From an optimization exercise on the open Yosys and OpenROAD flow, aimed at small area; shortcuts taken in it are not production practice. Power and IR drop assume default switching activity.

==> wip/onyx: inputs <==
==> flow/design.v <==
module sync (
  input  wire       clk,
  output reg        hs,
  output reg        vs,
  input  wire       reset,    
  output wire [3:0] R,
  output wire [3:0] G,
  output wire [3:0] B,
  input  wire       btn       
);
  reg        r_q, gh_q, gl_q, b_q;
  assign R = {4{r_q}};
  assign G = {gh_q, gl_q, gh_q, gl_q};
  assign B = {4{b_q}};
  reg [2:0] seg;
  reg [7:0] hc_p;    
  wire [7:0] hc = hc_p ^ 8'b10101010;
  wire s_fp = ~seg[0] & ~seg[2];
  wire s_sy = ~seg[1] & seg[0];
  wire s_bp = ~seg[2] & seg[1];
  wire s_d0 = seg[0] & seg[2];
  wire s_d1 = seg[1] & ~seg[0];
  wire s_d2 = seg[2] & ~seg[1];
  wire line_end = s_d2 & (~hc[6] & ~hc[5] & ~hc[4] & ~hc[3] & hc[1] & hc[0]);
  wire h_end = (s_fp & (~hc[4] & ~hc[1])) | (s_sy & (~hc[4] & hc[3] & ~hc[2] & hc[1] & hc[0])) | (s_bp & (~hc[7] & ~hc[4] & hc[3] & hc[1]))
             | (seg[2] & seg[1] & (hc[7] & ~hc[6] & ~hc[4] & ~hc[3] & ~hc[2] & ~hc[1] & ~hc[0])) | line_end;
  wire [7:0] h_ld = 8'b10111111;
  always @(posedge clk or negedge reset) begin
    if (!reset) seg <= 3'b000;
    else if (h_end) seg <= {seg[1:0], ~seg[2]};
  end
  always @(posedge clk or negedge reset) begin
    if (!reset)     hc_p <= 8'b00010101;
    else if (h_end) hc_p <= h_ld ^ 8'b10101010;
    else            hc_p <= {hc[6:0], ~(hc[7] ^ hc[5] ^ hc[4] ^ hc[3])} ^ 8'b10101010;
  end
  reg [1:0] pvs;    
  wire v_fp = ~pvs[1] & ~pvs[0];
  wire v_sy = ~pvs[1] &  pvs[0];
  wire v_bp =  pvs[1] &  pvs[0];
  wire v_da =  pvs[1] & ~pvs[0];
  reg [9:0] lc;    
  reg f1;              
  wire at_vs = v_fp & (lc[8]) & s_d2 & (~hc[7] & ~hc[6] & ~hc[5] & ~hc[4] & ~hc[3] & hc[1]);
  wire at_bp = v_sy & (lc[0]) & s_d2 & (hc[7] & hc[6] & ~hc[5] & ~hc[4] & ~hc[3] & ~hc[2] & ~hc[0]);
  wire at_da = v_bp & (lc[8] & lc[2] & ~lc[1] & ~lc[0]) & s_d2 & (hc[6] & hc[5] & ~hc[4] & hc[3] & hc[2] & ~hc[1] & ~hc[0]);
  wire at_fp = v_da & (~lc[7] & ~lc[6] & ~lc[5] & lc[4] & ~lc[2] & ~lc[1] & lc[0]) & line_end;
  wire at_x = at_vs | at_bp | at_da;
  reg pend;
  always @(posedge clk or negedge reset) begin
    if (!reset) begin
      pvs  <= 2'b00;
      f1   <= 1'b1;
      pend <= 1'b0;
    end else begin
      if ((at_x & f1) | pend | at_fp) pvs <= {pvs[0], ~pvs[1]};
      pend <= at_x & ~f1;
      if (at_da) f1 <= 1'b0;
    end
  end
  always @(posedge clk or negedge reset) begin
    if (!reset) lc <= 10'd0;
    else if (at_fp) lc <= 10'd0;
    else if (line_end) lc <= {lc[8:0], ~(lc[9] ^ lc[6])};
  end
  reg        cnt, ph, acc;    
  reg [15:0] timer_p;    
  wire [15:0] timer = timer_p ^ 16'haaaa;
  wire t_zero = ~|timer[14:0];
  wire t_end  = timer[15] & t_zero;
  always @(posedge clk or negedge reset) begin
    if (!reset) begin
      cnt <= 1'b0; ph <= 1'b0; acc <= 1'b0;
    end else begin
      acc <= cnt & ph & t_end;
      if (cnt) begin
        if (t_end) begin cnt <= 1'b0; ph <= ~ph; end
      end else if (~acc & (btn == ph)) begin
        cnt <= 1'b1;
      end
    end
  end
  always @(posedge clk) begin
    timer_p <= ({16{cnt}} & {timer[14:0], timer[15] ^ timer[14] ^ timer[12] ^ timer[3] ^ t_zero}) ^ 16'haaaa;
  end
  reg [2:0] flag;    
  always @(posedge clk or negedge reset) begin
    if (!reset) flag <= 3'b000;
    else if (acc)
      case (flag)
        3'b000: flag <= 3'b001;
        3'b001: flag <= 3'b010;
        3'b010: flag <= 3'b011;
        3'b011: flag <= 3'b100;
        3'b100: flag <= 3'b101;
        3'b101: flag <= 3'b110;
        3'b110: flag <= 3'b111;
        3'b111: flag <= 3'b000;
      endcase
  end
  reg [3:0] c0, c1, c2;    
  always @(*) begin
    case (flag)
      3'b000: begin c0 = 4'b0001; c1 = 4'b1111; c2 = 4'b1000; end
      3'b001: begin c0 = 4'b0110; c1 = 4'b1111; c2 = 4'b1000; end
      3'b010: begin c0 = 4'b0110; c1 = 4'b1111; c2 = 4'b1100; end
      3'b011: begin c0 = 4'b0000; c1 = 4'b1110; c2 = 4'b1000; end
      3'b100: begin c0 = 4'b0110; c1 = 4'b1110; c2 = 4'b1000; end
      3'b101: begin c0 = 4'b0001; c1 = 4'b1110; c2 = 4'b1000; end
      3'b110: begin c0 = 4'b0110; c1 = 4'b1111; c2 = 4'b0110; end
      3'b111: begin c0 = 4'b1100; c1 = 4'b1111; c2 = 4'b0110; end
      default: begin c0 = 4'bx; c1 = 4'bx; c2 = 4'bx; end
    endcase
  end
  wire vis = v_da & seg[2];
  wire [3:0] col = {4{vis}} & (s_d0 ? c0 : s_d1 ? c1 : c2);
  always @(posedge clk) begin
    r_q  <= col[3] | (~reset & r_q);
    gh_q <= col[2] | (~reset & gh_q);
    gl_q <= col[1] | (~reset & gl_q);
    b_q  <= col[0] | (~reset & b_q);
    hs   <= ~s_sy & (reset | hs);
    vs   <= ~v_sy & (reset | vs);
  end
endmodule
==> flow/flow/run.sh <==
#!/bin/bash
set -o pipefail
bash standard.sh \
  BUFFER_PORTS_ARGS="-buffer_cell sky130_fd_sc_hd__buf_1" \
  RECOVER_POWER=100 \
  CTS_ARGS="-sink_clustering_enable -repair_clock_nets -dont_use_dummy_load" \
  finish > standard.log 2>&1
==> flow/standard.sh <==
#!/bin/bash
# synth_recipe.tcl (not shown) runs the flow's synth.tcl, then flattens the netlist and writes it again
# the make line also repeats each setting of config.mk as NAME=value (left out here)
make -C /OpenROAD-flow-scripts/flow DESIGN_CONFIG=/design/flow/config.mk WORK_HOME=/design/flow/orfs CLKGATE_MAP_FILE= SYNTH_SCRIPT=/design/flow/synth_recipe.tcl "${@:-finish}"
==> flow/config.mk <==
export PLATFORM = sky130hd
export DESIGN_NAME = sync
export DESIGN_NICKNAME = sync
export VERILOG_FILES = /design/flow/design.v
export SDC_FILE = /design/flow/constraint.sdc
export NUM_CORES = 4
export LEC_CHECK = 0
export CAP_MARGIN = 20
export CORE_MARGIN = 2
export CORE_UTILIZATION = 40
export SLEW_MARGIN = 20
==> flow/constraint.sdc <==
create_clock -name core_clock -period 10.0 [get_ports {clk}]
set_input_delay 2.0000 -clock core_clock [delete_from_list [all_inputs] [get_ports {clk}]]
set_output_delay 2.0000 -clock core_clock [all_outputs]
set_load 0.01 [all_outputs]
==> wip/violet: changes against wip/onyx <==
==> flow/design.v, changed modules only <==
module sync (
  input  wire       clk,
  output reg        hs,
  output reg        vs,
  input  wire       reset,    
  output wire [3:0] R,
  output wire [3:0] G,
  output wire [3:0] B,
  input  wire       btn       
);
  reg        r_q, gh_q, gl_q, b_q;
  assign R = {4{r_q}};
  assign G = {gh_q, gl_q, gh_q, gl_q};
  assign B = {4{b_q}};
  reg jr;
  always @(posedge clk or negedge reset)
    if (!reset) jr <= 1'b1;
    else        jr <= 1'b0;
  reg [2:0] seg;
  reg [7:0] hc;
  wire s_fp = ~seg[0] & ~seg[2];
  wire s_sy = ~seg[1] & seg[0];
  wire s_bp = ~seg[2] & seg[1];
  wire s_d0 = seg[0] & seg[2];
  wire s_d1 = seg[1] & ~seg[0];
  wire s_d2 = seg[2] & ~seg[1];
  wire h_end = (~hc[7] & ~hc[6] & ~hc[4] & hc[3] & hc[2] & hc[1] & hc[0]);    
  wire line_end = s_d2 & h_end;
  reg [7:0] h_ld;    
  always @(*) begin
    case (seg)
      3'b000: h_ld = 8'b11011101;
      3'b001: h_ld = 8'b10010101;
      3'b011: h_ld = 8'b00011111;
      3'b111: h_ld = 8'b00011111;
      3'b110: h_ld = 8'b01000111;
      3'b100: h_ld = 8'b11010111;
      default: h_ld = 8'bx;
    endcase
  end
  always @(posedge clk or negedge reset) begin
    if (!reset) begin
      seg <= 3'b000;
      hc  <= 8'b11010111;
    end else if (h_end) begin
      seg <= {seg[1:0], ~seg[2]};
      hc  <= h_ld;
    end else begin
      hc  <= {hc[6:0], ~(hc[7] ^ hc[5] ^ hc[4] ^ hc[3])};
    end
  end
  reg [1:0] pvs;    
  wire v_fp = ~pvs[1] & ~pvs[0];
  wire v_sy = ~pvs[1] &  pvs[0];
  wire v_bp =  pvs[1] &  pvs[0];
  wire v_da =  pvs[1] & ~pvs[0];
  reg [9:0] lc;    
  reg f1;              
  wire at_vs = v_fp & (lc[8]) & s_d2 & (f1 ? (hc[7] & ~hc[6] & hc[4] & hc[3] & hc[2] & hc[1] & hc[0]) : (~hc[7] & ~hc[6] & hc[4] & hc[3] & hc[2] & hc[1] & ~hc[0]));
  wire at_bp = v_sy & (lc[0]) & s_d2 & (f1 ? (~hc[7] & hc[6] & ~hc[5] & hc[4] & hc[2] & hc[1] & hc[0]) : (hc[7] & hc[5] & ~hc[4] & hc[3] & hc[2] & hc[1] & ~hc[0]));
  wire at_da = v_bp & (lc[8] & lc[2] & ~lc[1] & ~lc[0]) & s_d2 & (f1 ? (~hc[7] & hc[6] & ~hc[5] & ~hc[4] & hc[3] & ~hc[2] & ~hc[1] & hc[0]) : (hc[7] & ~hc[6] & ~hc[5] & hc[4] & ~hc[3] & ~hc[2] & hc[1] & ~hc[0]));
  wire at_fp = v_da & (~lc[7] & ~lc[6] & ~lc[5] & lc[4] & ~lc[2] & ~lc[1] & lc[0]) & line_end;
  always @(posedge clk or negedge reset) begin
    if (!reset) begin
      pvs <= 2'b00;
      f1  <= 1'b1;
    end else begin
      if (at_vs | at_bp | at_da | at_fp) pvs <= {pvs[0], ~pvs[1]};
      if (at_da) f1 <= 1'b0;
    end
  end
  always @(posedge clk) begin
    if (jr | at_fp) lc <= 10'd0;
    else if (line_end) lc <= {lc[8:0], ~(lc[9] ^ lc[6])};
  end
  reg        cnt, ph, acc;    
  reg [15:0] timer;
  wire t_zero = ~|timer[14:0];
  wire t_end  = timer[15] & t_zero;
  always @(posedge clk or negedge reset) begin
    if (!reset) begin
      cnt <= 1'b0; ph <= 1'b0; acc <= 1'b0;
    end else begin
      acc <= cnt & ph & t_end;
      if (cnt) begin
        if (t_end) begin cnt <= 1'b0; ph <= ~ph; end
      end else if (~acc & (btn == ph)) begin
        cnt <= 1'b1;
      end
    end
  end
  always @(posedge clk) begin
    if (cnt) timer <= {timer[14:0], timer[15] ^ timer[14] ^ timer[12] ^ timer[3] ^ t_zero};
    else     timer <= 16'd0;
  end
  reg [2:0] flag;    
  always @(posedge clk or negedge reset) begin
    if (!reset) flag <= 3'b000;
    else if (acc)
      case (flag)
        3'b000: flag <= 3'b001;
        3'b001: flag <= 3'b010;
        3'b010: flag <= 3'b011;
        3'b011: flag <= 3'b100;
        3'b100: flag <= 3'b101;
        3'b101: flag <= 3'b110;
        3'b110: flag <= 3'b111;
        3'b111: flag <= 3'b000;
      endcase
  end
  reg [3:0] c0, c1, c2;    
  always @(*) begin
    case (flag)
      3'b000: begin c0 = 4'b0001; c1 = 4'b1111; c2 = 4'b1000; end
      3'b001: begin c0 = 4'b0110; c1 = 4'b1111; c2 = 4'b1000; end
      3'b010: begin c0 = 4'b0110; c1 = 4'b1111; c2 = 4'b1100; end
      3'b011: begin c0 = 4'b0000; c1 = 4'b1110; c2 = 4'b1000; end
      3'b100: begin c0 = 4'b0110; c1 = 4'b1110; c2 = 4'b1000; end
      3'b101: begin c0 = 4'b0001; c1 = 4'b1110; c2 = 4'b1000; end
      3'b110: begin c0 = 4'b0110; c1 = 4'b1111; c2 = 4'b0110; end
      3'b111: begin c0 = 4'b1100; c1 = 4'b1111; c2 = 4'b0110; end
      default: begin c0 = 4'bx; c1 = 4'bx; c2 = 4'bx; end
    endcase
  end
  wire vis = v_da & seg[2];
  wire [3:0] col = {4{vis}} & (s_d0 ? c0 : s_d1 ? c1 : c2);
  always @(posedge clk) begin
    r_q  <= col[3] | (~reset & r_q);
    gh_q <= col[2] | (~reset & gh_q);
    gl_q <= col[1] | (~reset & gl_q);
    b_q  <= col[0] | (~reset & b_q);
    hs   <= ~s_sy & (reset | hs);
    vs   <= ~v_sy & (reset | vs);
  end
endmodule
==> flow/flow/run.sh (replaced) <==
#!/bin/bash
set -o pipefail
bash standard.sh \
  BUFFER_PORTS_ARGS="-buffer_cell sky130_fd_sc_hd__buf_1" \
  RECOVER_POWER=100 \
  CTS_ARGS="-sink_clustering_enable -repair_clock_nets -dont_use_dummy_load -sink_clustering_size 30 -buf_list {sky130_fd_sc_hd__clkbuf_4 sky130_fd_sc_hd__clkbuf_8}" \
  finish > standard.log 2>&1
==> notes.md <==
| metric | wip/violet | wip/onyx |
|---|---|---|
| HPWL after detailed placement | 2750 µm | 2750 µm |
| Fraction of final layout cells sized beyond drive strength 1 | 6.61% | 6.64% |
| Post-synth cell types | 53 | 52 |
| Adder-Cell Fraction of Synth Area | 3.12% | 2.65% |
| Static leakage | 0.00104 µW | 0.00102 µW |
| Area share of the leading cell type in the synthesized netlist | 26.6% | 28.6% |
| Gate count of the mapped netlist | 240 | 223 |
| Mapped Nets | 249 | 231 |
| Reg2Reg Depth | 5 | 4 |
| Area occupied by multi-input gates | 1030 µm² | 960 µm² |
| Post-DR vias/cell | 5.02 | 5.11 |
| Met1 Routed Length | 1950 µm | 2020 µm |
| Core Box Area | 5890 µm² | 5610 µm² |
| Last weighted congestion value of the routability-driven placer | 0.740 | 0.797 |
| Number of cells traversed by the worst hold path | 0 | 1 |
| Initial standard-cell utilization of the core | 40.9% | 42.1% |
| Relative contribution of sequential cells to total power | 63.2% | 63.5% |
| Number of maximum-capacitance violations | 0 | 1 |
| Max VDD drop | 0.132 mV | 0.136 mV |
| Main synth FF type | sky130_fd_sc_hd__dfxtp_1 | sky130_fd_sc_hd__dfrtp_1 |
| Top achievable clock speed | 310 MHz | 270 MHz |
| Result of the run | finished clean | failed layout checks |
| Layout check failures | - | max-capacitance violations, max-slew violations |
| Maximum number of pins on one net before global-route repair | 28 | 38 |
| Clock Power Share | 25.4% | 25.1% |
No run of this note included a check of the RTL's function; only the layout flow was run.

## what the ideal ports hide
No port has a modelled driver above. Below, the same layouts with a new extraction and two added sets of constraints. Step 1, drivers: a clkbuf_16 drives clk and a buf_2 each remaining input, both assumed. Step 2, shift: input delay + t, output delay - t, t = (earliest + latest rising clock arrival at the registers) / 2. This alone moves slack from input paths to output paths. a / b / c = no drivers / after step 1 / after step 2; a / b = the first two.
run | t (ns) | setup WS [ns] | latest minus earliest clock arrival (ns) | cell pins on the clock port's net
wip/onyx | 0.320 | 6.294 / 6.298 / 5.978 | 0.024 / 0.024 | 1
wip/violet | 0.321 | 6.779 / 6.784 / 6.463 | 0.014 / 0.014 | 1
